Background: an optimization exercise with open tools, aiming at small area. Do not read the settings as production practice.
Function was checked by simulation only, so behaviour that the tests miss may differ from the original.
Power and IR drop assume default switching activity.

## daq_top
module daq_top (
    input logic clk,
    input logic rst,
    input logic [15:0] adc_ch0,
    input logic [15:0] adc_ch1,
    input logic adc_valid,
    input logic trigger_in,
    input logic [31:0] timestamp_counter,
    input logic [7:0] capture_len_cfg,
    input logic [15:0] error_flags,
    input logic usb_full,
    output logic [7:0] tx_data,
    output logic tx_valid,
    input  logic tx_ready,
    output logic tx_last,
    output logic capture_active,
    output logic [31:0]usb_data,
    output logic usb_wr_en
);
    logic [31:0] ingress_tdata;
    logic ingress_tvalid, ingress_tready;
    logic capture_tvalid, capture_tready;
    logic [31:0] fifo_tdata;
    logic fifo_tvalid, fifo_tready;
    logic [31:0] packet_tdata;
    logic packet_tvalid, packet_tready, packet_tlast;
    logic [31:0] latched_timestamp;
    logic usb_ready;
    data_ingress u_ingress (
        .clk(clk),
        .rst(rst),
        .adc_ch0(adc_ch0),
        .adc_ch1(adc_ch1),
        .adc_valid(adc_valid),
        .m_tdata(ingress_tdata),
        .m_tvalid(ingress_tvalid),
        .m_tready(ingress_tready)
    );
    axi_capture_controller u_capture (
        .clk(clk),
        .rst(rst),
        .s_tvalid(ingress_tvalid),
        .s_tready(ingress_tready),
        .m_tready(capture_tready),
        .m_tvalid(capture_tvalid),
        .trigger_in(trigger_in),
        .capture_len_cfg(capture_len_cfg),
        .timestamp_counter(timestamp_counter),
        .latched_timestamp(latched_timestamp),
        .capture_active(capture_active)
    );
    axi_fifo u_fifo (
        .clk(clk),
        .rst(rst),
        .s_tdata(ingress_tdata),
        .s_tvalid(capture_tvalid),
        .s_tready(capture_tready),
        .m_tdata(fifo_tdata),
        .m_tvalid(fifo_tvalid),
        .m_tready(fifo_tready)
    );
    axi_packetizer u_packetizer (
        .clk(clk),
        .rst(rst),
        .s_tdata(fifo_tdata),
        .s_tvalid(fifo_tvalid),
        .s_tready(fifo_tready),
        .m_tdata(packet_tdata),
        .m_tvalid(packet_tvalid),
        .m_tready(packet_tready),
        .m_tlast(packet_tlast),
        .timestamp_latched(latched_timestamp),
        .capture_len_cfg(capture_len_cfg),
        .error_flags(error_flags)
    );
    usb_tx_if usb_tx_inst (
  ...
clock: 5.0 ns
lec_check: 0
cap_margin: 20
core_margin: 2
core_utilization: 40
cts_buf_list: sky130_fd_sc_hd__clkbuf_8
cts_cluster_diameter: 60
cts_cluster_size: 16
slew_margin: 20
run.sh (not shown) runs the stock make flow with config.mk's settings and CLKGATE_MAP_FILE= SYNTH_SCRIPT=/design/flow/synth_recipe.tcl, a recipe that flattens the netlist after the stock synthesis.
Next try:
- CTS_BUF_LIST: sky130_fd_sc_hd__clkbuf_8 -> default
- CTS_CLUSTER_DIAMETER: 60 -> default
- CTS_CLUSTER_SIZE: 16 -> default
- critical path depth stays the same
- die area does not change
- routed wire length goes up by 0.86%
- final cell count is higher by about 1.7%
- utilization is higher by 2.0 points
- clock-buffer cell count goes up by 45
- synthesized area does not change
- combinational power is about the same
- register-to-register slack gets worse by 40 ps
- power came out higher by about 18%
- synthesized cell count stays the same


Another version of the RTL of daq_top (not shown whole).
For scale: about 1,600 cells after synthesis, about 140 I/O pins.
==> flow/config.mk <==
export PLATFORM = sky130hd
export DESIGN_NAME = daq_top
export DESIGN_NICKNAME = daq_top
export VERILOG_FILES = /design/flow/design.v
export SDC_FILE = /design/flow/constraint.sdc
export NUM_CORES = 4
export LEC_CHECK = 0
export CAP_MARGIN = 0
export CORE_MARGIN = 2
export CORE_UTILIZATION = 40
export SLEW_MARGIN = 0
==> flow/constraint.sdc <==
create_clock -name core_clock -period 5.0 [get_ports {clk}]
set_input_delay 1.0000 -clock core_clock [delete_from_list [all_inputs] [get_ports {clk}]]
set_output_delay 1.0000 -clock core_clock [all_outputs]
set_load 0.01 [all_outputs]
standard.sh (not shown) runs the stock make flow with config.mk's settings and CLKGATE_MAP_FILE= SYNTH_SCRIPT=/design/flow/synth_recipe.tcl, a recipe that flattens the netlist after the stock synthesis.
==> flow/flow/run.sh <==
#!/bin/bash
# Standard layout (the standard.sh: standard synthesis and ORFS flow) with two
# changes passed as make variables:
#  - port buffers are sky130_fd_sc_hd__buf_1 instead of the default choice;
#  - CTS without dummy loads, with clkbuf_8, at most 18 sinks per cluster.
# Each tool's full output goes to the ORFS logs under orfs/logs; make's own
# output goes to flow_make.log here.
set -euo pipefail
bash standard.sh \
  "BUFFER_PORTS_ARGS=-buffer_cell sky130_fd_sc_hd__buf_1" \
  "CTS_ARGS=-sink_clustering_enable -repair_clock_nets -dont_use_dummy_load -buf_list sky130_fd_sc_hd__clkbuf_8 -sink_clustering_size 18 -sink_clustering_max_diameter 60" \
  finish > flow_make.log 2>&1
The baseline completed without violations.
==> next run, changes <==
Settings changed: GPL_TIMING_DRIVEN from default to 0.
What happened: This time the run completed and failed the layout checks on slew limit; cell count grows by 3.2%; power is about the same; hold slack stays flat; worst setup slack gets better by 190 ps.
==> next run, changes <==
==> flow/flow/run.sh (replaced) <==
#!/bin/bash
# Standard layout (the standard.sh: standard synthesis and ORFS flow) with two
# changes passed as make variables:
#  - port buffers are sky130_fd_sc_hd__buf_1 instead of the default choice;
#  - CTS without dummy loads, with clkbuf_8 in the tree and clkbuf_16 at the leaves, at most 30 sinks per cluster.
# Each tool's full output goes to the ORFS logs under orfs/logs; make's own
# output goes to flow_make.log here.
set -euo pipefail
bash standard.sh \
  "BUFFER_PORTS_ARGS=-buffer_cell sky130_fd_sc_hd__buf_1" \
  "CTS_ARGS=-sink_clustering_enable -repair_clock_nets -dont_use_dummy_load -buf_list sky130_fd_sc_hd__clkbuf_8 -sink_clustering_buffer sky130_fd_sc_hd__clkbuf_16 -sink_clustering_size 30 -sink_clustering_max_diameter 70" \
  finish > flow_make.log 2>&1
Settings changed: GPL_TIMING_DRIVEN 0 to default.
Outcome:
- The new run finished clean
- core utilization falls by 0.23 points
- cell count falls by a few percent
- hold slack improves by 11 ps
- count of clock-buffer cells in the layout falls by 11
- clock skew hardly moves
- critical path depth falls by 3
- routed wire length falls by roughly a tenth
- combinational power falls by a few percent
- first-iteration DRC count falls by a few percent
==> next run, changes <==
==> flow/flow/run.sh (replaced) <==
#!/bin/bash
# Standard layout (the standard.sh: standard synthesis and ORFS flow) with two
# changes passed as make variables:
#  - port buffers are sky130_fd_sc_hd__buf_1 instead of the default choice;
#  - CTS without dummy loads, with clkbuf_8 and the clustering of config.mk.
# Each tool's full output goes to the ORFS logs under orfs/logs; make's own
# output goes to flow_make.log here.
set -euo pipefail
bash standard.sh \
  "BUFFER_PORTS_ARGS=-buffer_cell sky130_fd_sc_hd__buf_1" \
  "CTS_ARGS=-sink_clustering_enable -repair_clock_nets -dont_use_dummy_load -buf_list sky130_fd_sc_hd__clkbuf_8 -sink_clustering_size 16 -sink_clustering_max_diameter 60" \
  finish > flow_make.log 2>&1
- wire length is higher by 0.86%
- clock-buffer cell count is higher by 17
- total power went down by 3.0%
- cell area goes down by 0.57%
- worst setup slack improves by 58 ps
- final cell count grows by 0.63%
- worst hold slack is better by 4.9 ps
- non-clock buffer count is unchanged
- sequential power barely changes
- via count hardly moves

re-timing with driven ports:
The results above use ideal ports. As a check the final layouts listed here were re-extracted and re-timed, cells and wires unchanged.
Step 1 sets driving cells, clkbuf_16 on the clock port and buf_2 on the other inputs (assumed; they add their load-dependent delay and slew).
Step 2 adds t to the input delays and takes it off the output delays; t is the mean of the earliest and latest rising clock arrival at the registers after step 1. Input paths then give back, and output paths get back, about the clock's delay inside the block.
a / b / c = ideal / step 1 / step 2; a / b = the first two.
run	shift t [ns]	setup WS [ns]	worst slew at a driven data input, ns
the first run of note 1	0.760	0.408 / 0.348 / 1.108	0.09
the second run of note 1	0.678	0.490 / 0.424 / 1.103	0.09
the first run of note 2	0.709	0.484 / 0.426 / 1.135	0.08
the second run of note 2	0.716	0.675 / 0.621 / 1.240	0.07
the third run of note 2	0.727	0.467 / 0.408 / 1.135	0.08
the fourth run of note 2	0.715	0.525 / 0.468 / 1.182	0.08
